From an optimization exercise on the open Yosys and OpenROAD flow, aimed at small area; shortcuts taken in it are not production practice. Where RTL was checked, it was by simulation tests only, not by an equivalence proof against the original. Function not checked in run 4: the RTL went through the layout flow alone. In runs 6 and 7 the design's own scripts or RTL, not TritonCTS, make the clock network. No driver is modelled on the clock port, so clock power and skew are understated where the tree is cut down; a real chip needs a root buffer or a tree. Power is estimated from default activity; no workload was simulated.

==> design/flow/run.sh <==
#!/bin/bash
# synth_recipe.tcl (not shown) runs the flow's synth.tcl, then flattens the netlist and writes it again
# the make line also repeats each setting of config.mk as NAME=value (left out here)
make -C /OpenROAD-flow-scripts/flow DESIGN_CONFIG=/design/flow/config.mk WORK_HOME=/design/flow/orfs CLKGATE_MAP_FILE= SYNTH_SCRIPT=/design/flow/synth_recipe.tcl finish
==> design/flow/config.mk <==
export PLATFORM = sky130hd
export DESIGN_NAME = Soft_Processor
export DESIGN_NICKNAME = Soft_Processor
export VERILOG_FILES = /design/flow/design.v
export SDC_FILE = /design/flow/constraint.sdc
export NUM_CORES = 4
export LEC_CHECK = 0
export ABC_AREA = 1
export CAP_MARGIN = 20
export CORE_MARGIN = 2
export CORE_UTILIZATION = 40
export SLEW_MARGIN = 20
==> design/flow/constraint.sdc <==
create_clock -name core_clock -period 10.0 [get_ports {SYSCLK}]
set_input_delay 2.0000 -clock core_clock [delete_from_list [all_inputs] [get_ports {SYSCLK}]]
set_output_delay 2.0000 -clock core_clock [all_outputs]
set_load 0.01 [all_outputs]
==> design/flow/design.v <==
`timescale 1ns / 1ps
module Soft_Processor(
    output [7:0] LED,
    output [6:0] SEGMENT,
    output reg CTRL,
    input [7:0] SWITCH,
    input [2:0] BUTTON,
    input SYSCLK,
    input RST
);
    reg [2:0] cnt;
    wire tick = cnt[2] & ~cnt[1];
    always @(posedge SYSCLK) begin
        if (RST) cnt <= 3'b000;
        else     cnt <= {cnt[1:0], ~cnt[2]};
    end
    always @(posedge SYSCLK) begin
        if (RST) CTRL <= 1'b0;
        else if (tick) CTRL <= ~CTRL;
    end
    reg [2:0] q0, q1, db;
    always @(posedge SYSCLK) begin
        if (RST) q0 <= 3'b000;
        else if (tick) q0 <= BUTTON;
    end
    always @(posedge SYSCLK) begin
        if (tick) q1 <= q0;
    end
    always @(posedge SYSCLK) begin
        if (RST) db <= 3'b000;
        else if (tick) db <= q0 & ~q1;
    end
    wire step_edge = tick & q0[0] & ~q1[0] & ~db[0];
    wire ra_next   = tick ? (q0[1] & ~q1[1]) : db[1];
    wire pa_next   = tick ? (q0[2] & ~q1[2]) : db[2];
    reg [3:0] ACC;
    reg [3:0] PC;
    reg carry;
    reg [3:0] R [0:15];
    wire use_rom = (SWITCH[7:4] == 4'h0);
    wire pc_lo = (PC[3:2] == 2'b00);
    reg [3:0] rom_op;
    always @(*) begin
        case (PC[1:0])
            2'd0: rom_op = 4'h1;
            2'd1: rom_op = 4'h8;
            2'd2: rom_op = 4'h2;
            default: rom_op = 4'hB;
        endcase
        if (!pc_lo) rom_op = 4'hF;
    end
    wire [3:0] rom_arg = pc_lo ? {3'b000, (PC[1:0] == 2'd1)} : 4'hF;
    wire [3:0] opcode  = use_rom ? rom_op  : SWITCH[7:4];
    wire [3:0] operand = use_rom ? rom_arg : SWITCH[3:0];
    wire [3:0] raddr = use_rom ? 4'h0 : SWITCH[3:0];
    wire [3:0] rval = R[raddr];
    wire use_reg = (opcode == 4'h1) | (opcode == 4'h3) | (opcode == 4'h4) |
                   (opcode == 4'h5) | (opcode == 4'h6);
    wire [3:0] b = use_reg ? rval : operand;
    wire is_sub = (opcode == 4'h4) | (opcode == 4'h9);
    wire [4:0] sum = {1'b0, ACC} + {1'b0, b ^ {4{is_sub}}} + {4'b0, is_sub};
    wire cout = sum[4] ^ is_sub;
    reg [3:0] alu;
    always @(*) begin
        case (opcode)
            4'h3, 4'h4, 4'h8, 4'h9: alu = sum[3:0];
            4'h5: alu = ACC & b;
            4'h6: alu = ACC | b;
            default: alu = b;  
        endcase
    end
    wire acc_wr   = (opcode == 4'h1) | (opcode == 4'h3) | (opcode == 4'h4) |
                    (opcode == 4'h5) | (opcode == 4'h6) | (opcode == 4'h7) |
                    (opcode == 4'h8) | (opcode == 4'h9);
    wire carry_wr = (opcode == 4'h3) | (opcode == 4'h4) | (opcode == 4'h8) | (opcode == 4'h9);
    wire acc_zero = (ACC == 4'h0);
    wire taken = (opcode == 4'hA) | ((opcode == 4'hB) & ~acc_zero) |
                 ((opcode == 4'hC) & acc_zero) | ((opcode == 4'hD) & ~carry) |
                 ((opcode == 4'hE) & carry);
    wire halt = (opcode == 4'hF);
    wire clr_all = RST | ra_next;
    wire clr_pa  = clr_all | pa_next;
    wire exec    = step_edge & ~pa_next;    
    always @(posedge SYSCLK) begin
        if (clr_pa) ACC <= 4'h0;
        else if (exec & acc_wr) ACC <= alu;
    end
    always @(posedge SYSCLK) begin
        if (clr_pa) PC <= 4'h0;
        else if (exec & ~halt) PC <= taken ? operand : PC + 4'h1;
    end
    always @(posedge SYSCLK) begin
        if (clr_all) carry <= 1'b0;
        else if (exec & carry_wr) carry <= cout;
    end
    wire [3:0] wdata = ACC & {4{~clr_all}};
    wire wr = exec & (opcode == 4'h2);
    genvar g;
    generate
        for (g = 0; g < 16; g = g + 1) begin : regs
            always @(posedge SYSCLK) begin
                if (clr_all | (wr & (raddr == g))) R[g] <= wdata;
            end
        end
    endgenerate
    wire [3:0] dval = CTRL ? raddr : rval;
    reg [6:0] seg;
    always @(*) begin
        case (dval)
            4'h0: seg = 7'h7E;
            4'h1: seg = 7'h30;
            4'h2: seg = 7'h6D;
            4'h3: seg = 7'h79;
            4'h4: seg = 7'h33;
            4'h5: seg = 7'h5B;
            4'h6: seg = 7'h5F;
            4'h7: seg = 7'h70;
            4'h8: seg = 7'h7F;
            4'h9: seg = 7'h73;
            4'hA: seg = 7'h77;
            4'hB: seg = 7'h1F;
            4'hC: seg = 7'h0D;
            4'hD: seg = 7'h3D;
            4'hE: seg = 7'h4F;
            default: seg = 7'h47;
        endcase
    end
    assign SEGMENT = seg;
    assign LED = {PC, ACC};
endmodule
==> results of run 1 <==
==> flip-flops by register name (all words and copies together) (netlist names) <==
| name | cells |
|---|---|
| R | 64 |
| CTRL | 1 |
| PC | 4 |
| q1 | 3 |
| q0 | 3 |
| carry | 1 |
| db | 3 |
| cnt | 3 |
| ACC | 4 |
==> synthesized netlist by cell type, drive strengths merged <==
cell / number / area [um^2]
xnor2: 2 / 17.5
nand3b: 2 / 15.0
nor2: 56 / 225
inv: 72 / 270
xor2: 4 / 35.0
nand4: 6 / 37.5
o211ai: 2 / 15.0
a211oi: 3 / 22.5
clkbuf: 5 / 18.8
a31oi: 2 / 12.5
a22oi: 1 / 7.51
o2111ai: 1 / 8.76
ha: 14 / 175
a221oi: 4 / 35.0
edfxtp: 67 / 2010
o21ai: 29 / 183
fa: 1 / 20.0
nand2: 160 / 616
nand3: 36 / 250
or2: 3 / 18.8
o31ai: 14 / 105
o22ai: 2 / 12.5
a21oi: 19 / 103
nor3: 4 / 25.0
a22o: 1 / 8.76
dfxtp: 19 / 380
o2bb2ai: 1 / 8.76
buf: 1 / 20.0
nor4: 1 / 6.26
==> layout make-up <==
type | instances | area share
multi-input combinational | 368 | 0.363
tap | 143 | 0.0331
clock buffer | 9 | 0.0416
clock inverter | 7 | 0.0136
timing repair buffer | 31 | 0.0560
sequential | 86 | 0.442
inverter | 72 | 0.0500
==> power groups by stage <==
stage | Combinational (mW) | Clock [mW] | Sequential [mW]
6_report | 0.132 | 0.330 | 0.400
5_1_grt | 0.149 | 0.352 | 0.401
4_1_cts | 0.132 | 0.336 | 0.400
3_5_place_dp | 0.131 | 0 | 0.408
3_3_place_gp | 0.129 | 0 | 0.408
2_1_floorplan | 0.0858 | 0 | 0.406
==> worst paths after layout <==
path         cells after the start    endpoint      start  slack [ns]
max                             16  SEGMENT[6]  SWITCH[7]        2.22
min                              1      cnt[0]     cnt[2]        0.41
max reg2reg                     18      ACC[2]      PC[0]        6.45
min reg2reg                      1      cnt[0]     cnt[2]        0.41
==> through the flow <==
step	cells	util	hold WS [ns]
final	716	0.474	0.411
after global placement	700	0.447	0.395
after CTS	716	0.473	0.414
after detailed placement	700	0.447	0.406
after global routing	716	0.474	0.426
after floorplan	532	-	0.388
==> placed cells by master (no fill, tap or decap), types with 3 or more instances in the layout <==
| cell type | Yosys | routed |
|---|---|---|
| nor2_1 | 50 | 49 |
| nand3_4 | 4 | 4 |
| inv_1 | 67 | 67 |
| nor3_1 | 3 | 3 |
| nand2_2 | 6 | 6 |
| a211oi_1 | 3 | 3 |
| o21ai_0 | 23 | 23 |
| ha_1 | 14 | 14 |
| o31ai_1 | 14 | 14 |
| clkdlybuf4s50_1 | 0 | 28 |
| a221oi_1 | 4 | 4 |
| inv_2 | 5 | 5 |
| xor2_1 | 4 | 4 |
| edfxtp_1 | 67 | 67 |
| dfxtp_1 | 19 | 19 |
| nand4_1 | 6 | 6 |
| buf_4 | 0 | 3 |
| nand2_1 | 154 | 154 |
| nand3_2 | 4 | 4 |
| a21oi_1 | 17 | 17 |
| nor2_2 | 6 | 7 |
| clkbuf_16 | 0 | 9 |
| o21ai_2 | 4 | 4 |
| nand3_1 | 28 | 28 |
==> metal layers <==
metal  share of wire  up-vias  track usage
met4           0.018        0       0.0553
met2            0.43      111        0.261
met5               0        -            0
met1            0.49     1679        0.258
li1                -     1855            -
met3           0.065       16       0.0419
==> worst max-delay path, delay by kind of cell <==
family / cells / cell delay, ns
AND/OR/NAND/NOR: 8 / 1.19
adder cells (fa/ha/maj): 1 / 0.23
AO/OA/AOI/OAI: 4 / 1.14
buffers and inverters: 3 / 1.19
==> kinds of logic (layout without fill, tap and decap cells) <==
kind of cell	Yosys count	in the layout	share of synthesized area
fa+ha+maj	15	15	0.0418
simple gates	268	268	0.256
compound gates	79	79	0.112
flops	86	86	0.513
buf+inv	78	119	0.0663
xor+xnor	6	6	0.0113
==> results.json, run 1 <==
{
  "seq_power_share": 0.464,
  "crit_fanout": 17,
  "rows": 39,
  "hold_viol_final": 0,
  "drive_gt1_frac": 0.0942,
  "max_stage_delay_ns": 0.55,
  "drc_errors": 0,
  "synth_cell_types": 39,
  "dp_slack_ns": 2.25,
  "syn_area_per_cell_um2": 8.77,
  "hold_path.class": "flip-flop to flip-flop",
  "min_period_over_period": 0.778,
  "multi_input_area_um2": 1970,
  "fin_tns_setup_ns": 0,
  "syn_inst": 532,
  "critPathKind": "input pin to primary output",
  "fin_crit_ns": 7.78,
  "drtIter0Drc": 311,
  "slowest_stage": "clkdlybuf4s50_1",
  "synth.net_count": 560,
  "postCtsSetupRepairBufs": 0,
  "max_cap_viol_count": 0,
  "worst_slack_ns": 2.22,
  "power-per-cell-area_nw_per_um2": 159,
  "syn2layout_area_growth_pct": 16.0,
  "nNetsFinal": 596,
  "critPathLaunchType": "input pin",
  "p_int_mw": 0.640,
  "vias": 3661,
  "ir_drop_mv": 0.0835,
  "clkPwrFrac": 0.383,
  "cts.sinks": 86,
  "cp_data_required_time_ns": 8.00,
  "overflow": 0,
  "clk_latency_ns": 0.33,
  "initial_utilization": 0.409,
  "dieArea_um2": 12500,
  "slew_headroom": 0.263,
  "tightestPinTransition_ns": 1.10,
  "cts_resized": 0,
  "synth_seq_cells": 86,
  "synthesis.area_um2": 4660,
  "clk_pin_slew_ns": 0.06,
  "final-setup-viol-count": 0,
  "status": "complete, no violations",
  "fillCellCount": 1087,
  "rsz0062_at_grt": "no",
  "grt_use_total": 0.177,
  "cts_buffer_depth": 2,
  "antenna_cells": 0,
  "root_buffer": "clkbuf_16",
  "cts_tree": "done",
  "path_cells": "clkdlybuf4s50_1 -> nor2_1 -> nand2_2 -> o21ai_0 -> nand2_1 -> nand2_1 -> nor2_1 -> nand2_1 -> o21ai_0 -> o21ai_0 -> inv_1 -> ha_1 -> nand2_1 -> nand2_1 -> o21ai_0 -> clkdlybuf4s50_1",
  "place_hpwl_um": 7900,
  "crit_path_frequent_cell": "nand2_1",
  "dr.pass1.iters": 5,
  "hold_buffers": 0,
  "p_sw_mw": 0.222,
  "comb_power_share": 0.153,
  "finalMaxSlewViolations": 0,
  "grt_pass1_wl_um": 17700,
  "worstPathArrival_ns": 5.78,
  "stdcell_area_um2": 5410,
  "fp.dieH_um": 112,
  "io_pins": 29,
  "p_leak_nw": 2.35,
  "grt_max_degree": 18,
  "totalWireLength_um": 10700,
  "antenna_found_initial": 0,
  "numCtsBuffers": 9,
  "regArea_um2": 2390,
  "io_buffers": 28,
  "htree_levels": 3,
  "seq_area_frac_synth": 0.513,
  "totalPowerFinal_mw": 0.862,
  "place_area_um2": 5110,
  "cp-end-kind": "primary output",
  "place.gp.congestion": 0.898,
  "clock_skew_ns": 0.00782,
  "die_w_um": 112,
  "vias_per_cell": 5.11,
  "wl_per_cell_um": 15.0,
  "core_um2": 11400,
  "grt_pass1_vias": 3522,
  "swShare": 0.257,
  "fmax_ghz": 0.129,
  "yosys_warnings": 2,
  "postRouteAntennaNets": 0
}
==> run 2: changes to the inputs <==
==> design/flow/flow/run.sh (new file) <==
#!/bin/bash
# Own layout flow: the standard flow, except
#  - synthesis maps logic with an area-oriented ABC script (flow/area.abc);
#    everything else in synthesis (registers included) is the standard synthesis;
#  - port buffers use the smallest buffer cell;
#  - clock tree built from small clock buffers, without dummy loads.
set -euo pipefail
W=$(pwd)
F=$W/flow

# synthesis script: ORFS synth.tcl with only the abc script replaced
sed "s|^  log_cmd abc {\*}\$abc_args|  log_cmd abc {*}[lreplace \$abc_args 1 1 $F/area.abc]|" \
    "$FLOW_HOME/scripts/synth.tcl" > "$W/orfs_synth_area.tcl"
grep -q "$F/area.abc" "$W/orfs_synth_area.tcl"
sed "s|source \$::env(SCRIPTS_DIR)/synth.tcl|source $W/orfs_synth_area.tcl|" \
    "$W/synth_recipe.tcl" > "$W/area_synth.tcl"
grep -q orfs_synth_area "$W/area_synth.tcl"
sed "s|$W/synth_recipe.tcl|$W/area_synth.tcl|g" "$W/standard.sh" > "$W/area_synth.sh"
grep -q area_synth.tcl "$W/area_synth.sh"

bash "$W/area_synth.sh" synth > "$W/synth.log" 2>&1

export BUFFER_PORTS_ARGS="-buffer_cell sky130_fd_sc_hd__buf_1"
export CTS_ARGS="-sink_clustering_enable -repair_clock_nets -dont_use_dummy_load -buf_list ${CTS_BUFS:-sky130_fd_sc_hd__clkbuf_8} -sink_clustering_size ${CTS_SIZE:-30}"
bash "$W/standard.sh" finish > "$W/layout.log" 2>&1
==> design/flow/flow/area.abc (new file) <==
strash
&get -n
&st
&dch
&nf -R 1000
&put
topo
stime -c
==> design/flow/standard.sh (new file) <==
#!/bin/bash
# synth_recipe.tcl (not shown) runs the flow's synth.tcl, then flattens the netlist and writes it again
# the make line also repeats each setting of config.mk as NAME=value (left out here)
make -C /OpenROAD-flow-scripts/flow DESIGN_CONFIG=/design/flow/config.mk WORK_HOME=/design/flow/orfs CLKGATE_MAP_FILE= SYNTH_SCRIPT=/design/flow/synth_recipe.tcl "${@:-finish}"
--- a/design/flow/config.mk
+++ b/design/flow/config.mk
@@ -6,5 +6,4 @@
 export NUM_CORES = 4
 export LEC_CHECK = 0
-export ABC_AREA = 1
 export CAP_MARGIN = 20
 export CORE_MARGIN = 2
removed: design/flow/run.sh
==> run 2 against run 1 <==
  * Power down 20%
  * Clock skew up 0.022 ns
  * Via count down 14%
  * First-iteration DRC count down 24%
  * Sequential cell count unchanged
  * Sequential share of layout area up 8.5 points
  * Core utilization down 2.8 points
  * Largest cell class unchanged
==> results.json, run 2 <==
{
  "totalWireLength_um": 9670,
  "fin_tns_setup_ns": 0,
  "yosys_warnings": 2,
  "max_cap_viol_count": 0,
  "nNetsFinal": 449,
  "clk_pin_slew_ns": 0.09,
  "vias": 3150,
  "syn2layout_area_growth_pct": 9.84,
  "yosys.area.top_type_share": 0.487,
  "crit_fanout": 16,
  "synth_edf_count": 67,
  "cts_tree": "done",
  "tightestPinTransition_ns": 1.05,
  "worst_slack_ns": 1.79,
  "ir_drop_mv": 0.0659,
  "reg2regPathDepth": 13,
  "antenna_found_initial": 0,
  "hold_path.class": "flip-flop to flip-flop",
  "clock_skew_ns": 0.0302,
  "synth_seq_cells": 86,
  "rr_startpoint": "PC[0]",
  "slew_headroom": 0.299,
  "cp-end-kind": "primary output",
  "grt_max_degree": 24,
  "hold_viol_final": 0,
  "power-per-cell-area_nw_per_um2": 152,
  "drtIter0Drc": 235,
  "cp-startpoint": "SWITCH[4]",
  "drc_errors": 0,
  "cts_buffer_depth": 2,
  "core_um2": 10200,
  "rows": 37,
  "numCtsBuffers": 9,
  "hold_buffers": 0,
  "critPathLaunchType": "input pin",
  "totalPowerFinal_mw": 0.690,
  "synth.net_count": 409,
  "die_w_um": 106,
  "htree_levels": 3,
  "cp-endpoint": "SEGMENT[1]",
  "initial_utilization": 0.406,
  "place_hpwl_um": 6960,
  "fin_crit_ns": 8.21,
  "antenna_cells": 0,
  "syn_area_per_cell_um2": 10.8,
  "final_cell_mix": "edfxtp_1, nor2_1, nand2_1, o21ai_0, buf_1",
  "dp_slack_ns": 1.93,
  "regArea_um2": 2390,
  "clk_latency_ns": 0.35,
  "synth_top_flop_cell": "edfxtp_1",
  "cts.sinks": 86,
  "grt_use_total": 0.177,
  "overflow": 0,
  "layout_commonest_cell": "edfxtp_1",
  "multi_input_area_um2": 1690,
  "p_leak_nw": 1.57,
  "postCtsSetupRepairBufs": 0,
  "io_pins": 29,
  "reg.largest.list": "R x64, ACC x4, PC x4",
  "cp_data_required_time_ns": 8.00,
  "worstPathArrival_ns": 6.21,
  "postRouteAntennaNets": 0,
  "finalMaxSlewViolations": 0,
  "min_period_over_period": 0.821,
  "grt_pass1_vias": 3018,
  "wl_per_cell_um": 17.4,
  "root_buffer": "clkbuf_8",
  "vias_per_cell": 5.68,
  "status": "complete, no violations",
  "rsz0062_at_grt": "no",
  "timing.rr.end": "carry",
  "final-setup-viol-count": 0,
  "yosys-top-cells-area": "edfxtp_1, dfxtp_1, nor2_1, ha_1, o21ai_0",
  "synth_cell_types": 39,
  "fmax_ghz": 0.122,
  "dieArea_um2": 11200,
  "top_register": "R",
  "grt_pass1_wl_um": 15200,
  "dr.pass1.iters": 5,
  "synth_most_common_cell": "edfxtp_1",
  "critPathKind": "input pin to primary output",
  "largest_reg_flops": 64,
  "ys_top_cells_by_count": "edfxtp_1, nor2_1, nand2_1, o21ai_0, a21oi_1",
  "io_buffers": 28,
  "place.gp.congestion": 0.911,
  "synthArstFlopShare": 0,
  "seq_area_frac_synth": 0.579,
  "reg2reg_slack_ns": 6.15,
  "cts_resized": 0,
  "drive_gt1_frac": 0.0239,
  "fillCellCount": 981,
  "syn_inst": 381,
  "synthesis.area_um2": 4130,
  "synth_top_area_cell": "edfxtp_1",
  "fp.dieH_um": 106
}
## run 2: changes by cell type in the layout (fill, tap and decap cells not counted), sizes merged, moves of 6 or more
cell / change
a21oi: +6
clkinv: +9
mux2i: +7
inv: -73
nor3: +8
clkdlybuf4s50: -28
buf: +26
nand3: -29
nand2: -127
a22oi: +20
and2: +7
## run 2: cell type report
class / count / area share
clock buffer: 9 / 0.0273
timing repair buffer: 29 / 0.0248
multi-input combinational: 282 / 0.372
tap: 136 / 0.0375
inverter: 13 / 0.0108
sequential: 86 / 0.527
## run 2: metrics by stage
stage / hold slack, ns / std cells / instance area (um^2) / util
final: 0.427 / 555 / 4540 / 0.446
after global routing: 0.442 / 555 / 4540 / 0.446
after CTS: 0.424 / 555 / 4540 / 0.446
after detailed placement: 0.410 / 546 / 4410 / 0.433
after global placement: 0.411 / 546 / 4410 / 0.433
after floorplan: 0.389 / 381 / 4130 / -
## run 2: cell families (layout without fill, tap and decap cells)
group,count (synthesis),in the layout,share of synthesized area
XOR/XNOR,8,8,0.0170
buffers and inverters,13,51,0.0118
AND/OR/NAND/NOR,134,134,0.146
adder cells (fa/ha/maj),15,15,0.0472
flip-flops,86,86,0.579
AO/OA/AOI/OAI,118,118,0.182
multiplexers,7,7,0.0170
## run 2: worst min-delay path by stage
stage                 from  cells after the start  endpoint
floorplan           cnt[2]                      1    cnt[0]
global placement    cnt[2]                      1    cnt[0]
detailed placement  cnt[2]                      1    cnt[0]
CTS                 cnt[2]                      1    cnt[0]
global route        cnt[2]                      1    cnt[0]
finish              cnt[2]                      1    cnt[0]
## run 2: per-layer routing
layer	GRT usage	vias up	routed length [um]
met1	0.243	1515	4520
met3	0.0402	13	560
met4	0.0545	0	138
li1	-	1521	-
met2	0.279	101	4460
met5	0	-	0
## run 2: power by group
group	internal, mW	switching, mW	leakage (nW)	total, mW
logic	0.0336	0.0691	0.663	0.103
registers	0.396	0.00480	0.843	0.400
clock network	0.0806	0.106	0.0647	0.187
total	0.510	0.180	1.57	0.690
## run 2: worst max-delay path, stage by stage
cell and delay, ns:
buf_1 0.11, or4_1 0.78, and2_0 0.35, nand2_1 0.24
nor2_1 0.16, a222oi_1 0.42, nand3_1 0.15, nor2_1 0.14
a21oi_1 0.10, o21ai_0 0.51, clkinv_1 0.31, ha_1 0.27
nor2_1 0.19, a21oi_1 0.07, o21ai_0 0.22, buf_1 0.17
==> run 3: changes to the inputs <==
--- a/design/flow/flow/run.sh
+++ b/design/flow/flow/run.sh
@@ -1,5 +1,6 @@
 #!/bin/bash
 # Own layout flow: the standard flow, except
-#  - synthesis maps logic with an area-oriented ABC script (flow/area.abc);
+#  - synthesis maps logic with an area-oriented ABC script (flow/area.abc)
+#    and leaves adders to ABC (no full/half-adder cell extraction);
 #    everything else in synthesis (registers included) is the standard synthesis;
 #  - port buffers use the smallest buffer cell;
@@ -13,5 +14,5 @@
     "$FLOW_HOME/scripts/synth.tcl" > "$W/orfs_synth_area.tcl"
 grep -q "$F/area.abc" "$W/orfs_synth_area.tcl"
-sed "s|source \$::env(SCRIPTS_DIR)/synth.tcl|source $W/orfs_synth_area.tcl|" \
+sed "s|source \$::env(SCRIPTS_DIR)/synth.tcl|set ::env(ADDER_MAP_FILE) {}; source $W/orfs_synth_area.tcl|" \
     "$W/synth_recipe.tcl" > "$W/area_synth.tcl"
 grep -q orfs_synth_area "$W/area_synth.tcl"
==> run 3 against run 2 <==
  * Still clean
  * Sequential share of layout area rose by 1.7 points
  * Cell count fell by 0.36%
  * Register-to-register slack barely moved
  * Clock power barely moved
  * First-iteration DRC count rose by 1.3%
  * Worst hold slack got worse by 0.0041 ns
  * Critical path depth fell by 2
  * Clock-buffer cell count did not move
  * Critical path type unchanged
  * Largest power group unchanged
==> results.json, run 3 <==
{
  "status": "complete, no violations",
  "critPathKind": "input pin to primary output",
  "die_w_um": 104,
  "rr_startpoint": "PC[0]",
  "clock_skew_ns": 0.0193,
  "synth_edf_count": 67,
  "synth_top_flop_cell": "edfxtp_1",
  "min_from": "cnt[2]",
  "vias": 3117,
  "cts_buffer_depth": 2,
  "synth_most_common_cell": "edfxtp_1",
  "slowest_stage": "or4_1",
  "cp_top_family": "simple AND/OR/NAND/NOR gates",
  "fin_crit_ns": 7.71,
  "drtIter0Drc": 238,
  "slew_headroom": 0.321,
  "yosys-top-cells-area": "edfxtp_1, dfxtp_1, nor2_1, a22oi_1, nand2_1",
  "antenna_found_initial": 0,
  "dp.cells": 544,
  "cts_tree": "done",
  "fp.dieH_um": 104,
  "place_hpwl_um": 6700,
  "hold_buffers": 0,
  "place_area_um2": 4280,
  "max_stage_delay_ns": 0.70,
  "path_cells": "buf_1 -> or4_1 -> nand2_1 -> nand2_1 -> nor3_1 -> a222oi_1 -> nand3_1 -> or3_1 -> o21ai_0 -> o21ai_0 -> nor2b_1 -> o21ai_0 -> o22ai_1 -> buf_1",
  "antenna_cells": 0,
  "min_period_over_period": 0.771,
  "hold_viol_final": 0,
  "rsz0062_at_grt": "no",
  "top_register": "R",
  "numCtsBuffers": 9,
  "hold_path.class": "flip-flop to flip-flop",
  "holdPathStages": 1,
  "power-per-cell-area_nw_per_um2": 154,
  "root_buffer": "clkbuf_8",
  "crit_path_frequent_cell": "o21ai_0",
  "drive_gt1_frac": 0.0238,
  "synthesis.area_um2": 4000,
  "grt_use_total": 0.177,
  "core_um2": 9730,
  "totalWireLength_um": 9260,
  "dieArea_um2": 10800,
  "reg.largest.list": "R x64, ACC x4, PC x4",
  "postCtsSetupRepairBufs": 0,
  "crit_fanout": 10,
  "max_cap_viol_count": 0,
  "final_cell_mix": "edfxtp_1, nor2_1, nand2_1, buf_1",
  "use_met2": 0.277,
  "grt_pass1_vias": 2915,
  "synth_cell_types": 35,
  "cts.sinks": 86,
  "dp_slack_ns": 2.35,
  "vias_per_cell": 5.64,
  "grt_max_degree": 23,
  "clk_latency_ns": 0.35,
  "layout_commonest_cell": "edfxtp_1",
  "drc_errors": 0,
  "wl_per_cell_um": 16.7,
  "synth_top_area_cell": "edfxtp_1",
  "yosys.area.top_type_share": 0.503,
  "fillCellCount": 946,
  "worst_slack_ns": 2.29,
  "yosys_warnings": 2,
  "dr.pass1.iters": 5,
  "crit_buf_inv": 2,
  "p_leak_nw": 1.48,
  "fin_tns_setup_ns": 0,
  "holdWs_ns": 0.423,
  "place.gp.congestion": 0.882,
  "totalPowerFinal_mw": 0.677,
  "largest_reg_flops": 64,
  "timing.rr.end": "ACC[3]",
  "stdcell_area_um2": 4400,
  "grt.busiest_layer": "met2",
  "syn2layout_area_growth_pct": 10.1,
  "final-setup-viol-count": 0,
  "rows": 36,
  "ir_drop_mv": 0.0459,
  "seq_area_frac_synth": 0.599,
  "fin_util": 0.452,
  "critPathLaunchType": "input pin",
  "grt_pass1_wl_um": 15000,
  "worstPathArrival_ns": 5.71,
  "cp_data_required_time_ns": 8.00,
  "fmax_ghz": 0.130,
  "tightestPinTransition_ns": 1.02,
  "grtUsageMet1": 0.241,
  "ys_top_cells_by_count": "edfxtp_1, nor2_1, nand2_1",
  "synth.net_count": 395,
  "overflow": 0,
  "reg2regPathDepth": 18,
  "cp-end-kind": "primary output",
  "syn_inst": 382,
  "postRouteAntennaNets": 0,
  "synthArstFlopShare": 0,
  "grtUsageMet3": 0.0426,
  "finalMaxSlewViolations": 0,
  "io_pins": 29,
  "synth_seq_cells": 86,
  "nNetsFinal": 435,
  "syn_area_per_cell_um2": 10.5,
  "reg2reg_slack_ns": 6.14,
  "min_to": "cnt[0]",
  "final_cells": 553,
  "htree_levels": 3,
  "clk_pin_slew_ns": 0.08,
  "cts_resized": 0,
  "initial_utilization": 0.411,
  "io_buffers": 28
}
run 3: where the power goes:
group | leakage, nW | switching, mW | internal [mW] | total (mW)
clock network | 0.0647 | 0.104 | 0.0805 | 0.184
logic | 0.568 | 0.0632 | 0.0296 | 0.0928
registers | 0.843 | 0.00455 | 0.396 | 0.400
run 3: cell families after synthesis:
logic type	synth area share
simple gates	0.187
flops	0.599
buf+inv	0.0113
xor+xnor	0.0285
compound gates	0.165
fa+ha+maj	0.00250
mux	0.00783
run 3: worst max-delay path by stage:
stage | from | to | slack (ns) | depth (start not counted)
finish | SWITCH[4] | SEGMENT[5] | 2.29 | 14
global route | SWITCH[4] | SEGMENT[5] | 1.85 | 14
CTS | SWITCH[4] | SEGMENT[5] | 2.34 | 14
detailed placement | SWITCH[4] | SEGMENT[5] | 2.35 | 14
global placement | SWITCH[4] | SEGMENT[5] | 2.42 | 14
floorplan | SWITCH[4] | SEGMENT[5] | 3.23 | 12
run 3: routing by layer:
layer | vias to the layer above | part of all wire
met5 | - | 0
met4 | 0 | 0.021
met3 | 18 | 0.063
met2 | 117 | 0.46
met1 | 1462 | 0.46
li1 | 1520 | -
run 3: final cells by class:
| type | instances | area, um^2 | share of cell area |
|---|---|---|---|
| clock buffers | 9 | 124 | 0.0282 |
| inverters | 12 | 45.0 | 0.0102 |
| multi-input cells | 284 | 1560 | 0.354 |
| flip-flops and latches | 86 | 2390 | 0.544 |
| well taps | 133 | 166 | 0.0378 |
| repair buffers | 29 | 113 | 0.0256 |
run 3: worst reg2reg max path, stage by stage, from the launching register on:
cell,delay [ns]
dfxtp_1,0.49
xnor2_1,0.16
o22ai_1,0.38
nor2_1,0.13
o21ai_0,0.58
nor3_1,0.09
a21oi_1,0.31
xor2_1,0.25
xnor2_1,0.11
or2_0,0.25
clkinv_1,0.07
nand2_1,0.05
o211ai_1,0.14
xor2_1,0.21
nor2_1,0.07
nor3_1,0.20
nor2_1,0.05
o21ai_0,0.09
a21oi_1,0.09
==> run 4: changes to the inputs <==
--- a/design/flow/design.v
+++ b/design/flow/design.v
@@ -82,8 +82,6 @@
     wire clr_pa  = clr_all | pa_next;
     wire exec    = step_edge & ~pa_next;    
-    always @(posedge SYSCLK) begin
-        if (clr_pa) ACC <= 4'h0;
-        else if (exec & acc_wr) ACC <= alu;
-    end
+    wire [3:0] acc_next = clr_pa ? 4'h0 : (exec & acc_wr) ? alu : ACC;
+    always @(posedge SYSCLK) ACC <= acc_next;
     always @(posedge SYSCLK) begin
         if (clr_pa) PC <= 4'h0;
@@ -94,5 +92,5 @@
         else if (exec & carry_wr) carry <= cout;
     end
-    wire [3:0] wdata = ACC & {4{~clr_all}};
+    wire [3:0] wdata = acc_next;
     wire wr = exec & (opcode == 4'h2);
     genvar g;
==> design/flow/flow/run.sh (replaced) <==
#!/bin/bash
# Own layout flow: the standard flow (standard.sh), except
#  - synthesis maps logic with an area-oriented ABC script (flow/area.abc)
#    and leaves adders to ABC (no full/half-adder cell extraction); the rest
#    of synthesis, registers included, is the standard synthesis;
#  - port buffers use a small buffer cell (flow/params.sh);
#  - the clock tree uses small clock buffers and no dummy loads.
set -euo pipefail
W=$(pwd)
F=$W/flow
source "$F/params.sh"

# synthesis script: ORFS synth.tcl with only the abc script replaced
sed "s|^  log_cmd abc {\*}\$abc_args|  log_cmd abc {*}[lreplace \$abc_args 1 1 $F/area.abc]|" \
    "$FLOW_HOME/scripts/synth.tcl" > "$W/orfs_synth_area.tcl"
grep -q "$F/area.abc" "$W/orfs_synth_area.tcl"
sed "s|source \$::env(SCRIPTS_DIR)/synth.tcl|set ::env(ADDER_MAP_FILE) {}; source $W/orfs_synth_area.tcl|" \
    "$W/synth_recipe.tcl" > "$W/area_synth.tcl"
grep -q orfs_synth_area "$W/area_synth.tcl"
sed "s|$W/synth_recipe.tcl|$W/area_synth.tcl|g" "$W/standard.sh" > "$W/area_synth.sh"
grep -q area_synth.tcl "$W/area_synth.sh"

bash "$W/area_synth.sh" synth > "$W/synth.log" 2>&1

export BUFFER_PORTS_ARGS="-buffer_cell $PORT_BUF"
export CTS_ARGS="-sink_clustering_enable -repair_clock_nets -dont_use_dummy_load -buf_list {$CTS_BUFS} $CTS_EXTRA"
bash "$W/standard.sh" finish > "$W/layout.log" 2>&1
==> design/flow/flow/area.abc (replaced) <==
strash
&get -n
&deepsyn -T 120
&st
&dch
&nf -R 1000
&put
==> design/flow/flow/params.sh (new file) <==
# layout choices read by run.sh
CTS_BUFS="sky130_fd_sc_hd__clkbuf_8"
CTS_EXTRA=""
PORT_BUF="sky130_fd_sc_hd__buf_1"
--- a/design/flow/config.mk
+++ b/design/flow/config.mk
@@ -8,4 +8,4 @@
 export CAP_MARGIN = 20
 export CORE_MARGIN = 2
-export CORE_UTILIZATION = 40
+export CORE_UTILIZATION = 65
 export SLEW_MARGIN = 20
==> run 4 against run 3 <==
  * Clock skew rose by 0.0020 ns
  * Maximum frequency rose by 3.4%
  * Sequential power rose by 3%
  * Register-to-register slack improved by 0.25 ns
  * Largest cell class unchanged
  * Highest routed layer unchanged
==> results.json, run 4 <==
{
  "dr.pass1.iters": 6,
  "power-per-cell-area_nw_per_um2": 185,
  "numCtsBuffers": 9,
  "max_stage_delay_ns": 0.48,
  "cp-end-kind": "primary output",
  "p_sw_mw": 0.229,
  "syn_area_per_cell_um2": 11.3,
  "clk_pin_slew_ns": 0.06,
  "comb_power_share": 0.222,
  "cts_buffer_depth": 2,
  "antenna_found_initial": 0,
  "synth.net_count": 348,
  "rsz0062_at_grt": "no",
  "finalMaxSlewViolations": 0,
  "fmax_ghz": 0.134,
  "yosys_warnings": 2,
  "tightestPinTransition_ns": 1.05,
  "max_cap_viol_count": 0,
  "layout_commonest_cell": "edfxtp_1",
  "synth_seq_cells": 86,
  "p_int_mw": 0.540,
  "synth_top_flop_cell": "edfxtp_1",
  "vias": 3014,
  "synth_top_area_cell": "edfxtp_1",
  "wl_per_cell_um": 20.4,
  "postRouteAntennaNets": 0,
  "top_register": "R",
  "swShare": 0.298,
  "seq_power_share": 0.538,
  "cts_resized": 0,
  "io_buffers": 28,
  "die_w_um": 80.3,
  "syn_inst": 335,
  "crit_fanout": 12,
  "antenna_cells": 0,
  "drtIter0Drc": 364,
  "final_cells": 450,
  "slew_headroom": 0.288,
  "totalPowerFinal_mw": 0.770,
  "drc_errors": 0,
  "min_period_over_period": 0.745,
  "postCtsSetupRepairBufs": 0,
  "final_cell_mix": "edfxtp_1, nand2_1, o21ai_0, nor2_1, buf_1",
  "fin_crit_ns": 7.45,
  "cts.sinks": 86,
  "clkPwrFrac": 0.240,
  "drive_gt1_frac": 0.0476,
  "syn2layout_area_growth_pct": 10.1,
  "cts_tree": "done",
  "ir_drop_mv": 0.160,
  "clock_skew_ns": 0.0213,
  "overflow": 0,
  "critPathKind": "input pin to primary output",
  "stdcell_area_um2": 4170,
  "grt_max_degree": 19,
  "vias_per_cell": 6.70,
  "status": "complete, no violations",
  "nNetsFinal": 393,
  "fin_tns_setup_ns": 0,
  "root_buffer": "clkbuf_8",
  "hold_buffers": 0,
  "crit_path_frequent_cell": "o21ai_0",
  "yosys-top-cells-area": "edfxtp_1, dfxtp_1, o21ai_0, nand2_1, nor2_1",
  "largest_reg_flops": 64,
  "synthesis.area_um2": 3790,
  "cp_data_required_time_ns": 8.00,
  "worstPathArrival_ns": 5.45,
  "final-setup-viol-count": 0,
  "fillCellCount": 407,
  "place_area_um2": 4050,
  "initial_utilization": 0.680,
  "p_leak_nw": 1.42,
  "core_um2": 5570,
  "io_pins": 29,
  "grt_use_total": 0.313,
  "place.gp.congestion": 0.950,
  "path_cells": "buf_1 -> clkinv_1 -> nor2_1 -> o21ai_0 -> o22ai_1 -> o21ai_0 -> a31oi_1 -> mux2i_1 -> or2_0 -> and3_1 -> nand2_1 -> o21ai_0 -> xor2_1 -> nand2_1 -> buf_1",
  "totalWireLength_um": 9170,
  "seq_area_frac_synth": 0.631,
  "grt_pass1_wl_um": 14600,
  "fp.dieH_um": 80.3,
  "htree_levels": 3,
  "hold_path.class": "flip-flop to flip-flop",
  "clk_latency_ns": 0.36,
  "grt_pass1_vias": 2814,
  "ys_top_cells_by_count": "edfxtp_1, nand2_1, o21ai_0",
  "hold_viol_final": 0,
  "synth_cell_types": 46,
  "dieArea_um2": 6460,
  "critPathLaunchType": "input pin",
  "synth_edf_count": 67,
  "slowest_stage": "buf_1",
  "synthArstFlopShare": 0,
  "dp.cells": 441,
  "reg.largest.list": "R x64, ACC x4, PC x4",
  "yosys.area.top_type_share": 0.531,
  "synth_most_common_cell": "edfxtp_1",
  "place_hpwl_um": 6480,
  "rows": 27
}
==> run 4: cell types whose count changed after synthesis, sizes merged, moves of 5 or more <==
cell    delta
xnor2      -5
o21ai     +11
nor2      -23
nor3      -16
a22oi     -11
nand4      -8
a22o       +6
and2       -7
o31ai      -6
nor2b      +6
a211oi     -5
==> run 4: logic make-up after synthesis <==
group | share of synthesized area
xor+xnor | 0.0139
simple gates | 0.138
buf+inv | 0.0119
fa+ha+maj | 0.00264
compound gates | 0.197
flops | 0.631
mux | 0.00528
==> run 4: layer usage <==
layer,routed length (um),part of all wire,up-vias,track usage
met2,4180,0.46,178,0.455
met4,187,0.020,0,0.119
met3,961,0.10,20,0.0966
li1,-,-,1374,-
met1,3850,0.42,1442,0.444
met5,0,0,-,0
==> run 4: area by class of cell <==
class,instances,area (um^2),share of cell area
sequential,86,2390,0.573
multi-input combinational,237,1370,0.328
timing repair buffer,34,150,0.0360
clock buffer,9,124,0.0297
tap,72,90.1,0.0216
inverter,12,45.0,0.0108
==> run 4: power groups by stage <==
stage | clock network [mW] | logic [mW] | registers, mW
2_1_floorplan | 0 | 0.113 | 0.419
3_3_place_gp | 0 | 0.161 | 0.422
3_5_place_dp | 0 | 0.169 | 0.422
4_1_cts | 0.184 | 0.169 | 0.414
5_1_grt | 0.196 | 0.188 | 0.416
6_report | 0.184 | 0.171 | 0.414
==> run 4: worst paths after layout <==
path              from          to  slack, ns  depth (start not counted)
max          SWITCH[1]  SEGMENT[6]       2.55                         15
min             cnt[2]      cnt[0]       0.43                          1
max reg2reg   R[12][0]     R[6][3]       6.39                         14
min reg2reg     cnt[2]      cnt[0]       0.43                          1
==> run 4: critical path: cells and delay by family <==
| kind | cells | cell delay (ns) |
|---|---|---|
| compound gates | 5 | 0.90 |
| buf+inv | 3 | 1.03 |
| simple gates | 5 | 1.10 |
| mux | 1 | 0.20 |
| xor+xnor | 1 | 0.20 |
==> run 4: metrics by stage <==
step	setup WS [ns]	hold WS [ns]	util
detailed placement	2.69	0.425	0.726
global placement	2.90	0.410	0.726
CTS	2.70	0.430	0.748
finish	2.55	0.430	0.748
global route	2.34	0.438	0.748
floorplan	3.89	0.389	-
==> run 5: changes to the inputs <==
--- a/design/flow/design.v
+++ b/design/flow/design.v
@@ -19,5 +19,5 @@
         else if (tick) CTRL <= ~CTRL;
     end
-    reg [2:0] q0, q1, db;
+    reg [2:0] q0, q1;
     always @(posedge SYSCLK) begin
         if (RST) q0 <= 3'b000;
@@ -27,11 +27,8 @@
         if (tick) q1 <= q0;
     end
-    always @(posedge SYSCLK) begin
-        if (RST) db <= 3'b000;
-        else if (tick) db <= q0 & ~q1;
-    end
-    wire step_edge = tick & q0[0] & ~q1[0] & ~db[0];
-    wire ra_next   = tick ? (q0[1] & ~q1[1]) : db[1];
-    wire pa_next   = tick ? (q0[2] & ~q1[2]) : db[2];
+    wire [2:0] rise = {3{tick}} & q0 & ~q1;
+    wire step_edge = rise[0];
+    wire ra_next   = rise[1];
+    wire pa_next   = rise[2];
     reg [3:0] ACC;
     reg [3:0] PC;
==> design/flow/flow/area.abc (replaced) <==
strash
&get -n
&deepsyn -T 180
&st
&dch
&nf -R 1000
&put
==> run 5 against run 4 <==
  * Combinational power fell by 49%
  * Setup slack lost 0.19 ns
  * Clock-buffer cell count is the same
  * Largest power group unchanged
==> results.json, run 5 <==
{
  "root_buffer": "clkbuf_8",
  "path_cells": "buf_1 -> nor4_1 -> nor2_1 -> nand2_1 -> nor2_1 -> a222oi_1 -> nand4_1 -> a21oi_1 -> nor2_1 -> o21ai_0 -> o21ai_0 -> nand2_1 -> o21ai_0 -> buf_1",
  "synthesis.area_um2": 3730,
  "yosys.area.top_type_share": 0.539,
  "crit_fanout": 8,
  "ir_drop_mv": 0.142,
  "yosys_warnings": 2,
  "synth_top_family_by_area": "compound AO/OA/AOI/OAI gates",
  "slew_headroom": 0.329,
  "multi_input_area_um2": 1390,
  "max_stage_delay_ns": 0.89,
  "largest_reg_flops": 64,
  "io_pins": 29,
  "critPathLaunchType": "input pin",
  "drc_errors": 0,
  "hold_viol_final": 0,
  "synth_most_common_cell": "edfxtp_1",
  "hold_buffers": 0,
  "vias": 2874,
  "die_w_um": 79.8,
  "finalMaxSlewViolations": 0,
  "numCtsBuffers": 9,
  "timing.rr.end": "R[12][2]",
  "postRouteAntennaNets": 0,
  "cts_buffer_depth": 2,
  "synth_seq_cells": 83,
  "synth_top_flop_cell": "edfxtp_1",
  "reg2reg_slack_ns": 5.83,
  "max_cap_viol_count": 0,
  "io_buffers": 28,
  "worst_slack_ns": 2.36,
  "grt_use_total": 0.290,
  "dieArea_um2": 6360,
  "ys_top_cells_by_count": "edfxtp_1, nand2_1, nor2_1",
  "final-setup-viol-count": 0,
  "reg.largest.list": "R x64, ACC x4, PC x4",
  "tightestPinTransition_ns": 0.998,
  "min_period_over_period": 0.764,
  "cts_tree": "done",
  "syn2layout_area_growth_pct": 9.92,
  "yosys-top-cells-area": "edfxtp_1, dfxtp_1, nand2_1, nor2_1, o21ai_0",
  "hold_path.class": "flip-flop to flip-flop",
  "synth_compound_area_frac": 0.179,
  "syn_area_per_cell_um2": 11.4,
  "synth_edf_count": 67,
  "grt_pass1_wl_um": 13500,
  "p_leak_nw": 1.38,
  "holdWs_ns": 0.419,
  "critPathKind": "input pin to primary output",
  "fillCellCount": 432,
  "final_cell_mix": "edfxtp_1, nand2_1, nor2_1, buf_1, o21ai_0",
  "min_from": "cnt[2]",
  "fp.dieH_um": 79.8,
  "cts.sinks": 83,
  "antenna_cells": 0,
  "seq_area_frac_synth": 0.625,
  "final_cells": 440,
  "syn_inst": 326,
  "place_hpwl_um": 6100,
  "power-per-cell-area_nw_per_um2": 161,
  "drtIter0Drc": 340,
  "worstPathArrival_ns": 5.64,
  "layout_commonest_cell": "edfxtp_1",
  "fin_tns_setup_ns": 0,
  "drive_gt1_frac": 0.0435,
  "wl_met3_um": 662,
  "top_register": "R",
  "rsz0062_at_grt": "no",
  "synth_cell_types": 36,
  "totalWireLength_um": 8690,
  "top_layer": "met4",
  "min_to": "cnt[0]",
  "synthArstFlopShare": 0,
  "dr.pass1.iters": 5,
  "synth.net_count": 339,
  "status": "complete, no violations",
  "postCtsSetupRepairBufs": 0,
  "place.gp.congestion": 0.913,
  "wl_met2_um": 4020,
  "clock_skew_ns": 0.0188,
  "dp_slack_ns": 2.41,
  "vias_per_cell": 6.53,
  "synth_top_area_cell": "edfxtp_1",
  "nNetsFinal": 383,
  "yosys.area_share.simple": 0.153,
  "overflow": 0,
  "fin_crit_ns": 7.64,
  "clk_latency_ns": 0.35,
  "cp_data_required_time_ns": 8.00,
  "clk_pin_slew_ns": 0.07,
  "synth_mux_area_frac": 0.00570,
  "wl_met1_um": 3810,
  "htree_levels": 3,
  "wl_per_cell_um": 19.7,
  "initial_utilization": 0.674,
  "regArea_um2": 2330,
  "rows": 27,
  "totalPowerFinal_mw": 0.660,
  "holdPathStages": 1,
  "antenna_found_initial": 0,
  "reg2regPathDepth": 10,
  "synth_xor_area_frac": 0.0258,
  "core_um2": 5540,
  "slowest_stage": "nor4_1",
  "synth_adder_area_share": 0.00536,
  "rr_startpoint": "PC[0]",
  "cp-end-kind": "primary output",
  "dp.cells": 431,
  "grt_max_degree": 19,
  "cts_resized": 0,
  "fmax_ghz": 0.131,
  "grt_pass1_vias": 2616
}
[run 5: cell types whose count changed after synthesis, sizes merged, moves of 4 or more]
cell    change
o21ai      -16
nand3       +8
nor3        +7
o22ai       -7
o31ai       +7
xnor2       +6
clkinv      -5
nand4       +5
nand2b      +4
[run 5: cell type report]
| type | instances | share of cell area |
|---|---|---|
| inverter | 7 | 0.00640 |
| clock buffer | 9 | 0.0302 |
| timing repair buffer | 33 | 0.0348 |
| multi-input combinational | 236 | 0.338 |
| sequential | 83 | 0.568 |
| tap | 72 | 0.0220 |
[run 5: logic make-up (layout without fill, tap and decap cells)]
| family | Yosys count | after routing |
|---|---|---|
| XOR/XNOR | 11 | 11 |
| flip-flops | 83 | 83 |
| multiplexers | 2 | 2 |
| buffers and inverters | 7 | 49 |
| AO/OA/AOI/OAI | 98 | 98 |
| AND/OR/NAND/NOR | 123 | 123 |
| adder cells (fa/ha/maj) | 2 | 2 |
[run 5: routing by layer]
layer / up-vias / track usage
met3: 19 / 0.0622
met2: 139 / 0.458
li1: 1357 / -
met4: 0 / 0.125
met1: 1359 / 0.393
met5: - / 0
[run 5: stage by stage]
step / instance area, um^2 / utilization
5_1_grt: 4100 / 0.741
3_5_place_dp: 3970 / 0.717
4_1_cts: 4100 / 0.739
3_3_place_gp: 3970 / 0.717
2_1_floorplan: 3730 / -
6_report: 4100 / 0.741
[run 5: worst max-delay path: cells and delay by family]
kind	cells	cell delay (ns)
buffers and inverters	2	0.34
AND/OR/NAND/NOR	7	1.78
AO/OA/AOI/OAI	5	1.54
[run 5: worst max path at each step]
stage                    from    endpoint  slack [ns]  depth (start not counted)
floorplan           SWITCH[4]  SEGMENT[6]        3.31                         13
detailed placement  SWITCH[4]  SEGMENT[2]        2.41                         14
CTS                 SWITCH[4]  SEGMENT[2]        2.40                         14
global placement    SWITCH[4]  SEGMENT[6]        2.61                         15
global route        SWITCH[4]  SEGMENT[6]        2.02                         14
finish              SWITCH[4]  SEGMENT[2]        2.36                         14
[run 5: where the power goes]
| group | leakage, nW | switching, mW | internal [mW] |
|---|---|---|---|
| logic | 0.502 | 0.0594 | 0.0287 |
| registers | 0.817 | 0.00455 | 0.383 |
| clock network | 0.0647 | 0.104 | 0.0805 |
| total | 1.38 | 0.168 | 0.492 |
==> run 6: changes to the inputs <==
==> design/flow/flow/run.sh (replaced) <==
#!/bin/bash
# Own layout flow: the standard flow (standard.sh), except
#  - synthesis maps logic with an area-oriented ABC script (deepsyn, then &nf),
#    tried with several seeds in parallel, keeping the smallest result; it leaves
#    adders to ABC (no full/half-adder cell extraction). The rest of synthesis,
#    registers included, is the standard synthesis;
#  - port buffers use a small buffer cell;
#  - the clock is buffered by flow/manual_cts.tcl (a few clock buffers driven
#    straight from the clock port, each driving a compact group of flip-flops)
#    instead of TritonCTS.
# Settings are in flow/params.sh. Each tool's output goes to a log file here.
set -euo pipefail
W=$(pwd)
F=$W/flow
source "$F/params.sh"

# synthesis script: ORFS synth.tcl with only the abc script replaced
sed "s|^  log_cmd abc {\*}\$abc_args|  log_cmd abc {*}[lreplace \$abc_args 1 1 \$::env(AREA_ABC)]|" \
    "$FLOW_HOME/scripts/synth.tcl" > "$W/orfs_synth_area.tcl"
grep -q 'AREA_ABC' "$W/orfs_synth_area.tcl"
sed "s|source \$::env(SCRIPTS_DIR)/synth.tcl|set ::env(ADDER_MAP_FILE) {}; source $W/orfs_synth_area.tcl|" \
    "$W/synth_recipe.tcl" > "$W/area_synth.tcl"
grep -q orfs_synth_area "$W/area_synth.tcl"

best=""; best_area=""
for s in $SEEDS; do
  printf 'strash\n&get -n\n&deepsyn -T %s -S %s\n&st\n&dch\n&nf -R 1000\n&put\n' "$DEEPSYN_T" "$s" > "$W/area_$s.abc"
  sed -e "s|$W/synth_recipe.tcl|$W/area_synth.tcl|g" -e "s|WORK_HOME=$W/orfs |WORK_HOME=$W/syn_$s |" \
      "$W/standard.sh" > "$W/synth_$s.sh"
  grep -q "WORK_HOME=$W/syn_$s " "$W/synth_$s.sh"
  (AREA_ABC="$W/area_$s.abc" bash "$W/synth_$s.sh" synth > "$W/synth_$s.log" 2>&1 || true) &
done
wait
for s in $SEEDS; do
  st="$W/syn_$s/reports/sky130hd/Soft_Processor/base/synth_stat.txt"
  [[ -f "$W/syn_$s/results/sky130hd/Soft_Processor/base/1_synth.odb" && -f "$st" ]] || continue
  a=$(awk '/Chip area for module/ {print $NF}' "$st" | tail -1)
  echo "seed $s: synthesis area $a" | tee -a "$W/synth_choice.log"
  if [[ -z "$best" ]] || awk -v a="$a" -v b="$best_area" 'BEGIN {exit !(a < b)}'; then best=$s; best_area=$a; fi
done
[[ -n "$best" ]]
echo "kept seed $best ($best_area)" | tee -a "$W/synth_choice.log"
mv "$W/syn_$best" "$W/orfs"

export BUFFER_PORTS_ARGS="-buffer_cell $PORT_BUF"
export MCTS_LIB="$F/manual_cts_lib.tcl" MCTS_BUFS MCTS_CAPS
export PRE_CTS_TCL="$F/manual_cts.tcl"
bash "$W/standard.sh" finish > "$W/layout.log" 2>&1
==> design/flow/flow/manual_cts.tcl (new file) <==
# PRE_CTS_TCL hook: buffer the clock by hand (flow/manual_cts_lib.tcl) and skip TritonCTS.
source $::env(MCTS_LIB)
manual_cts $::env(MCTS_BUFS) $::env(MCTS_CAPS)
set_propagated_clock [all_clocks]
rename clock_tree_synthesis orig_clock_tree_synthesis
proc clock_tree_synthesis {args} {
  puts "clock_tree_synthesis skipped: the clock buffers were placed by manual_cts"
}
==> design/flow/flow/manual_cts_lib.tcl (new file) <==
# Clock buffering without TritonCTS: the flip-flop clock pins are split by recursive
# bisection (alternating on the wider side) into equal groups, one clock buffer per group
# placed at the group's centre and driven straight from the clock port.
proc bisect {sinks caps} {
  if {[llength $caps] == 1} { return [list $sinks] }
  set hc [expr {[llength $caps] / 2}]
  set c1 [lrange $caps 0 [expr {$hc - 1}]]; set c2 [lrange $caps $hc end]
  set w1 0.0; foreach c $c1 { set w1 [expr {$w1 + $c}] }
  set w2 0.0; foreach c $c2 { set w2 [expr {$w2 + $c}] }
  set xs {}; set ys {}
  foreach s $sinks { lappend xs [lindex $s 1]; lappend ys [lindex $s 2] }
  set xs [lsort -real $xs]; set ys [lsort -real $ys]
  set idx [expr {([lindex $xs end] - [lindex $xs 0]) >= ([lindex $ys end] - [lindex $ys 0]) ? 1 : 2}]
  set sorted [lsort -real -index $idx $sinks]
  set h [expr {int(round([llength $sorted] * $w1 / ($w1 + $w2)))}]
  return [concat [bisect [lrange $sorted 0 [expr {$h - 1}]] $c1] \
                 [bisect [lrange $sorted $h end] $c2]]
}
# bufs: one clock buffer cell per group; caps: the relative share of clock pins of each
proc manual_cts {bufs caps} {
  set block [ord::get_db_block]
  set db [ord::get_db]
  set clknet [$block findNet SYSCLK]
  set sinks {}
  foreach it [$clknet getITerms] {
    set inst [$it getInst]
    set bb [$inst getBBox]
    lappend sinks [list $it [expr {([$bb xMin] + [$bb xMax]) / 2.0}] [expr {([$bb yMin] + [$bb yMax]) / 2.0}]]
  }
  set groups [bisect $sinks $caps]
  set k 0
  foreach g $groups {
    set sx 0.0; set sy 0.0
    foreach s $g { set sx [expr {$sx + [lindex $s 1]}]; set sy [expr {$sy + [lindex $s 2]}] }
    set n [llength $g]
    set master [$db findMaster [lindex $bufs $k]]
    set inst [odb::dbInst_create $block $master "clkbuf_m_$k"]
    set net [odb::dbNet_create $block "clknet_m_$k"]
    $net setSigType CLOCK
    [$inst findITerm A] connect $clknet
    [$inst findITerm X] connect $net
    $inst setLocation [expr {int($sx / $n - [$master getWidth] / 2)}] [expr {int($sy / $n - [$master getHeight] / 2)}]
    $inst setPlacementStatus PLACED
    foreach s $g {
      set it [lindex $s 0]
      $it disconnect
      $it connect $net
    }
    puts "manual_cts: buffer $k [$master getName] drives $n clock pins"
    incr k
  }
}
==> design/flow/flow/params.sh (replaced) <==
# layout choices read by run.sh
# deepsyn seeds tried in parallel; the smallest synthesis is kept
SEEDS="1 2 3 4"
DEEPSYN_T=150
PORT_BUF="sky130_fd_sc_hd__buf_1"
# clock buffers, one per group of clock pins, with each group's relative size
MCTS_BUFS="sky130_fd_sc_hd__clkbuf_16 sky130_fd_sc_hd__clkbuf_8 sky130_fd_sc_hd__clkbuf_16 sky130_fd_sc_hd__clkbuf_8"
MCTS_CAPS="1.6 1 1.6 1"
removed: design/flow/flow/area.abc
==> run 6 against run 5 <==
  * Still clean
  * Sequential power grew 3%
  * Register-to-register slack gained 0.38 ns
  * Global-route usage shrank 2.1 points
  * Core utilization shrank 0.94 points
  * Via count shrank 0.24%
  * Power grew 4.8%
  * Largest power group unchanged
  * Highest routed layer unchanged
==> results.json, run 6 <==
{
  "io_buffers": 28,
  "swShare": 0.284,
  "postCtsSetupRepairBufs": 0,
  "clock_skew_ns": 0.0147,
  "crit_fanout": 17,
  "p_leak_nw": 1.34,
  "layout_commonest_cell": "edfxtp_1",
  "vias": 2867,
  "place.gp.congestion": 0.953,
  "multi_input_area_um2": 1330,
  "synth_compound_area_frac": 0.183,
  "critPathKind": "input pin to primary output",
  "synth_adder_area_share": 0,
  "rsz0062_at_grt": "no",
  "overflow": 0,
  "cp_data_required_time_ns": 8.00,
  "timing.rr.end": "R[11][3]",
  "clk_latency_ns": 0.16,
  "p_int_mw": 0.495,
  "fin_crit_ns": 7.28,
  "comb_power_share": 0.228,
  "min_to": "cnt[0]",
  "synth.net_count": 342,
  "grt_max_degree": 27,
  "vias_per_cell": 6.56,
  "top_register": "R",
  "synth_top_family_by_area": "compound AO/OA/AOI/OAI gates",
  "dr.pass1.iters": 5,
  "yosys-top-cells-area": "edfxtp_1, dfxtp_1, o21ai_0, nor2_1, nand2_1",
  "io_pins": 29,
  "synth_mux_area_frac": 0.00273,
  "final-setup-viol-count": 0,
  "fmax_ghz": 0.137,
  "holdPathStages": 1,
  "synth_top_area_cell": "edfxtp_1",
  "synth_seq_cells": 83,
  "yosys.area_share.simple": 0.148,
  "hold_viol_final": 0,
  "die_w_um": 79.1,
  "grt_use_total": 0.269,
  "fp.dieH_um": 79.1,
  "synth_edf_count": 67,
  "reg2regPathDepth": 12,
  "reg.largest.list": "R x64, ACC x4, PC x4",
  "seq_power_share": 0.578,
  "drtIter0Drc": 371,
  "reg2reg_slack_ns": 6.21,
  "min_period_over_period": 0.728,
  "max_cap_viol_count": 0,
  "fillCellCount": 399,
  "power-per-cell-area_nw_per_um2": 173,
  "ys_top_cells_by_count": "edfxtp_1, o21ai_0, nor2_1",
  "clkPwrFrac": 0.194,
  "min_from": "cnt[2]",
  "synth_top_flop_cell": "edfxtp_1",
  "grt_pass1_wl_um": 13100,
  "core_um2": 5470,
  "slew_headroom": 0.434,
  "synthesis.area_um2": 3660,
  "finalMaxSlewViolations": 0,
  "synth_cell_types": 33,
  "grt_pass1_vias": 2571,
  "critPathLaunchType": "input pin",
  "initial_utilization": 0.669,
  "syn_inst": 329,
  "clk_pin_slew_ns": 0.08,
  "seq_area_frac_synth": 0.637,
  "rr_startpoint": "cnt[2]",
  "postRouteAntennaNets": 0,
  "hold_buffers": 0,
  "synthArstFlopShare": 0,
  "p_sw_mw": 0.196,
  "syn_area_per_cell_um2": 11.1,
  "hold_path.class": "flip-flop to flip-flop",
  "antenna_found_initial": 0,
  "regArea_um2": 2330,
  "yosys.area.top_type_share": 0.549,
  "largest_reg_flops": 64,
  "antenna_cells": 0,
  "place_area_um2": 3910,
  "tightestPinTransition_ns": 0.842,
  "synth_xor_area_frac": 0.0191,
  "ir_drop_mv": 0.188,
  "worstPathArrival_ns": 5.28,
  "cts_resized": 0,
  "dieArea_um2": 6250,
  "rows": 27,
  "cp-end-kind": "primary output",
  "final_cell_mix": "edfxtp_1, o21ai_0, nor2_1, nand2_1, buf_1",
  "status": "complete, no violations",
  "stdcell_area_um2": 4000,
  "wl_per_cell_um": 18.8,
  "drc_errors": 0,
  "syn2layout_area_growth_pct": 9.22,
  "nNetsFinal": 380,
  "place_hpwl_um": 5810,
  "totalWireLength_um": 8230,
  "drive_gt1_frac": 0.0274,
  "yosys_warnings": 2,
  "synth_most_common_cell": "edfxtp_1",
  "fin_tns_setup_ns": 0
}
-- run 6: cell types whose count changed in the layout (fill, tap and decap cells not counted), sizes merged, moves of 5 or more --
cell,change
o21ai,+21
o22ai,+11
o31ai,-9
a22oi,-5
clkbuf,-5
nand2,-5
nand3,-5
nor2,+5
-- run 6: worst max path at each step --
| stage | from | endpoint | slack, ns | cells after the start |
|---|---|---|---|---|
| after global routing | SWITCH[2] | SEGMENT[0] | 2.43 | 15 |
| after global placement | SWITCH[2] | SEGMENT[0] | 2.98 | 15 |
| final | SWITCH[1] | SEGMENT[0] | 2.72 | 15 |
| after CTS | SWITCH[2] | SEGMENT[0] | 2.87 | 15 |
| after detailed placement | SWITCH[2] | SEGMENT[0] | 2.88 | 15 |
| after floorplan | SWITCH[4] | SEGMENT[3] | 3.91 | 8 |
-- run 6: layout make-up --
cell class,count,share of cell area
Inverter,11,0.0103
Buffer,4,0.0194
Multi-Input combinational cell,235,0.331
Timing Repair Buffer,32,0.0338
Tap cell,72,0.0225
Sequential cell,83,0.583
-- run 6: logic make-up (layout without fill, tap and decap cells) --
family                    count (synthesis)  count (layout)
AOI/OAI and AO/OA                       108             108
muxes                                     1               1
DFF                                      83              83
and+or+nand+nor                         118             118
xor gates and xnor gates                  8               8
buffers and inverters                    11              47
-- run 6: critical path: stages --
cell	delay, ns
buf_1	0.55
or2_0	0.52
o22ai_1	0.19
nor3_1	0.14
o21ai_0	0.14
o21ai_0	0.13
nor3_1	0.08
a21oi_1	0.19
clkinv_1	0.10
o21ai_0	0.48
o21ai_0	0.23
nand2_1	0.12
nand2_1	0.07
or2_0	0.21
buf_1	0.12
-- run 6: through the flow --
stage	total power [mW]	utilization	std cells	hold WS, ns	worst slack, ns
2_1_floorplan	0.509	-	329	0.381	3.91
3_3_place_gp	0.557	0.713	433	0.395	2.98
3_5_place_dp	0.562	0.715	433	0.399	2.88
4_1_cts	0.687	0.729	437	0.411	2.87
5_1_grt	0.717	0.731	437	0.432	2.43
6_report	0.692	0.731	437	0.407	2.72
-- run 6: layer usage --
metal | part of all wire | track usage | vias to the layer above
met2 | 0.43 | 0.411 | 178
met1 | 0.44 | 0.412 | 1338
met5 | 0 | 0 | -
li1 | - | - | 1330
met4 | 0.021 | 0.0672 | 0
met3 | 0.11 | 0.0398 | 21
-- run 6: power groups by stage --
stage | registers (mW) | clock network, mW | logic, mW
2_1_floorplan | 0.406 | 0 | 0.103
3_5_place_dp | 0.407 | 0 | 0.154
4_1_cts | 0.400 | 0.133 | 0.155
5_1_grt | 0.401 | 0.144 | 0.173
6_report | 0.400 | 0.134 | 0.157
3_3_place_gp | 0.407 | 0 | 0.150
==> run 7: changes to the inputs <==
--- a/design/flow/config.mk
+++ b/design/flow/config.mk
@@ -9,3 +9,4 @@
 export CORE_MARGIN = 2
 export CORE_UTILIZATION = 65
+export GPL_TIMING_DRIVEN = 0
 export SLEW_MARGIN = 20
==> run 7 against run 6 <==
  * Still clean
  * Die area stayed put
  * Register-to-register slack worse by 0.32 ns
  * Worst hold slack better by 0.0087 ns
  * Design area is 0.19% lower
  * Sequential power hardly changed
  * Area after synthesis stayed put
  * Sequential share of layout area is 0.11 points higher
  * Global-route usage is 0.34 points higher
  * Combinational power hardly changed
  * Power is 0.28% higher
  * Synthesized cell count stayed put
  * Clock skew is 0.0011 ns higher
  * Critical path type unchanged
  * Critical endpoint unchanged
  * Largest cell class unchanged
==> results.json, run 7 <==
{
  "drive_gt1_frac": 0.0357,
  "worst_slack_ns": 2.47,
  "holdPathStages": 1,
  "synth_seq_cells": 83,
  "finalMaxSlewViolations": 0,
  "synth_mux_area_frac": 0.00273,
  "rsz0062_at_grt": "no",
  "slew_headroom": 0.435,
  "max_cap_viol_count": 0,
  "core_um2": 5470,
  "reg.largest.list": "R x64, ACC x4, PC x4",
  "worstPathArrival_ns": 5.53,
  "totalPowerFinal_mw": 0.693,
  "cts_resized": 0,
  "stdcell_area_um2": 3990,
  "top_register": "R",
  "io_buffers": 28,
  "place.gp.congestion": 0.884,
  "totalWireLength_um": 8350,
  "critPathKind": "input pin to primary output",
  "p_leak_nw": 1.34,
  "rows": 27,
  "final_cells": 436,
  "fin_tns_setup_ns": 0,
  "power-per-cell-area_nw_per_um2": 174,
  "fp.dieH_um": 79.1,
  "crit_fanout": 17,
  "synth_top_area_cell": "edfxtp_1",
  "syn_area_per_cell_um2": 11.1,
  "yosys-top-cells-area": "edfxtp_1, dfxtp_1, o21ai_0, nor2_1, nand2_1",
  "dp_slack_ns": 2.66,
  "synthArstFlopShare": 0,
  "place_hpwl_um": 5990,
  "overflow": 0,
  "drc_errors": 0,
  "wl_per_cell_um": 19.2,
  "vias_per_cell": 6.41,
  "hold_buffers": 0,
  "regArea_um2": 2330,
  "antenna_cells": 0,
  "final-setup-viol-count": 0,
  "io_pins": 29,
  "yosys_warnings": 2,
  "ir_drop_mv": 0.153,
  "ys_top_cells_by_count": "edfxtp_1, o21ai_0, nor2_1",
  "clk_pin_slew_ns": 0.09,
  "largest_reg_flops": 64,
  "seq_area_frac_synth": 0.637,
  "yosys.area_share.simple": 0.148,
  "grt_use_total": 0.273,
  "syn2layout_area_growth_pct": 9.02,
  "synth.net_count": 342,
  "synth_adder_area_share": 0,
  "synth_top_flop_cell": "edfxtp_1",
  "dp.cells": 432,
  "fillCellCount": 411,
  "path_cells": "buf_1 -> or2_0 -> o22ai_1 -> nor3_1 -> o21ai_0 -> o21ai_0 -> nor3_1 -> a21oi_1 -> clkinv_1 -> o21ai_0 -> o21ai_0 -> nand2_1 -> nand2_1 -> or2_0 -> buf_1",
  "multi_input_area_um2": 1330,
  "status": "complete, no violations",
  "crit_buf_inv": 3,
  "synth_xor_area_frac": 0.0191,
  "reg2reg_slack_ns": 5.89,
  "max_stage_delay_ns": 0.62,
  "die_w_um": 79.1,
  "min_from": "cnt[2]",
  "synth_most_common_cell": "edfxtp_1",
  "rr_startpoint": "cnt[2]",
  "hold_viol_final": 0,
  "timing.rr.end": "R[10][3]",
  "drtIter0Drc": 435,
  "grt_pass1_wl_um": 13200
}
## run 7: layout make-up
class                      instances  share of cell area
inverter                          11              0.0103
multi-input combinational        235               0.332
timing repair buffer              31              0.0320
sequential                        83               0.584
buffer                             4              0.0194
tap                               72              0.0226
## run 7: routing by layer
| metal | routed length (um) | vias up | share of wire | track usage |
|---|---|---|---|---|
| met4 | 104 | 0 | 0.012 | 0.0569 |
| met5 | 0 | - | 0 | 0 |
| met1 | 3730 | 1332 | 0.45 | 0.425 |
| met3 | 732 | 9 | 0.088 | 0.0284 |
| met2 | 3780 | 119 | 0.45 | 0.423 |
| li1 | - | 1333 | - | - |
## run 7: how the worst max path moves through the flow
stage                            end  depth (start not counted)       from  slack, ns
after floorplan           SEGMENT[3]                          8  SWITCH[4]       3.91
after global placement       R[7][3]                         17  SWITCH[2]       2.45
after detailed placement  SEGMENT[0]                         15  SWITCH[2]       2.66
after CTS                 SEGMENT[0]                         15  SWITCH[2]       2.64
after global routing      SEGMENT[0]                         15  SWITCH[2]       2.25
final                     SEGMENT[0]                         15  SWITCH[2]       2.47
## run 7: power by group
| part | switching [mW] | internal, mW |
|---|---|---|
| clock | 0.0794 | 0.0552 |
| sequential | 0.0111 | 0.388 |
| combinational | 0.108 | 0.0517 |
## run 7: cells by family after synthesis
kind of cell    Yosys count
buf+inv                  11
flops                    83
mux                       1
simple gates            118
xor+xnor                  8
compound gates          108
## run 7: worst reg2reg max path, cell delays in order (launching register included)
cell	delay (ns)
dfxtp_1	0.33
nor2b_1	0.49
nand4_1	0.28
or3_1	0.43
a21oi_1	0.28
nand2_1	0.21
nor3_1	0.26
a31oi_1	0.12
o21ai_0	0.32
xor2_1	0.27
nand2_1	0.10
a221oi_2	0.59
buf_4	0.29
## run 7: through the flow
step / hold WS (ns) / util
floorplan: 0.381 / -
global placement: 0.398 / 0.705
detailed placement: 0.402 / 0.714
CTS: 0.418 / 0.729
global route: 0.429 / 0.730
finish: 0.416 / 0.730

## static timing again, ports no longer ideal
In the flow no input, the clock included, has a driving cell. The finished layouts below were timed again as built, in two steps.
Step 1 sets driving cells, clkbuf_16 on the clock port and buf_2 on the other inputs (assumed; they add their load-dependent delay and slew).
Step 2 also shifts input and output timing later by t, the mid clock arrival at the registers, as if the neighbouring blocks saw the same clock.
Slacks: ideal / step 1 / step 2; pairs: ideal / step 1.
| run | t (ns) | setup WS [ns] |
|---|---|---|
| run 1 | 0.365 | 2.220 / 2.193 / 2.193 |
| run 2 | 0.371 | 1.791 / 1.769 / 1.769 |
| run 3 | 0.383 | 2.294 / 2.274 / 2.274 |
| run 4 | 0.376 | 2.550 / 2.524 / 2.524 |
| run 5 | 0.372 | 2.359 / 2.338 / 2.338 |
| run 6 | 0.227 | 2.719 / 2.693 / 2.693 |
| run 7 | 0.225 | 2.468 / 2.443 / 2.443 |
After both steps setup and hold are still met in every run listed.
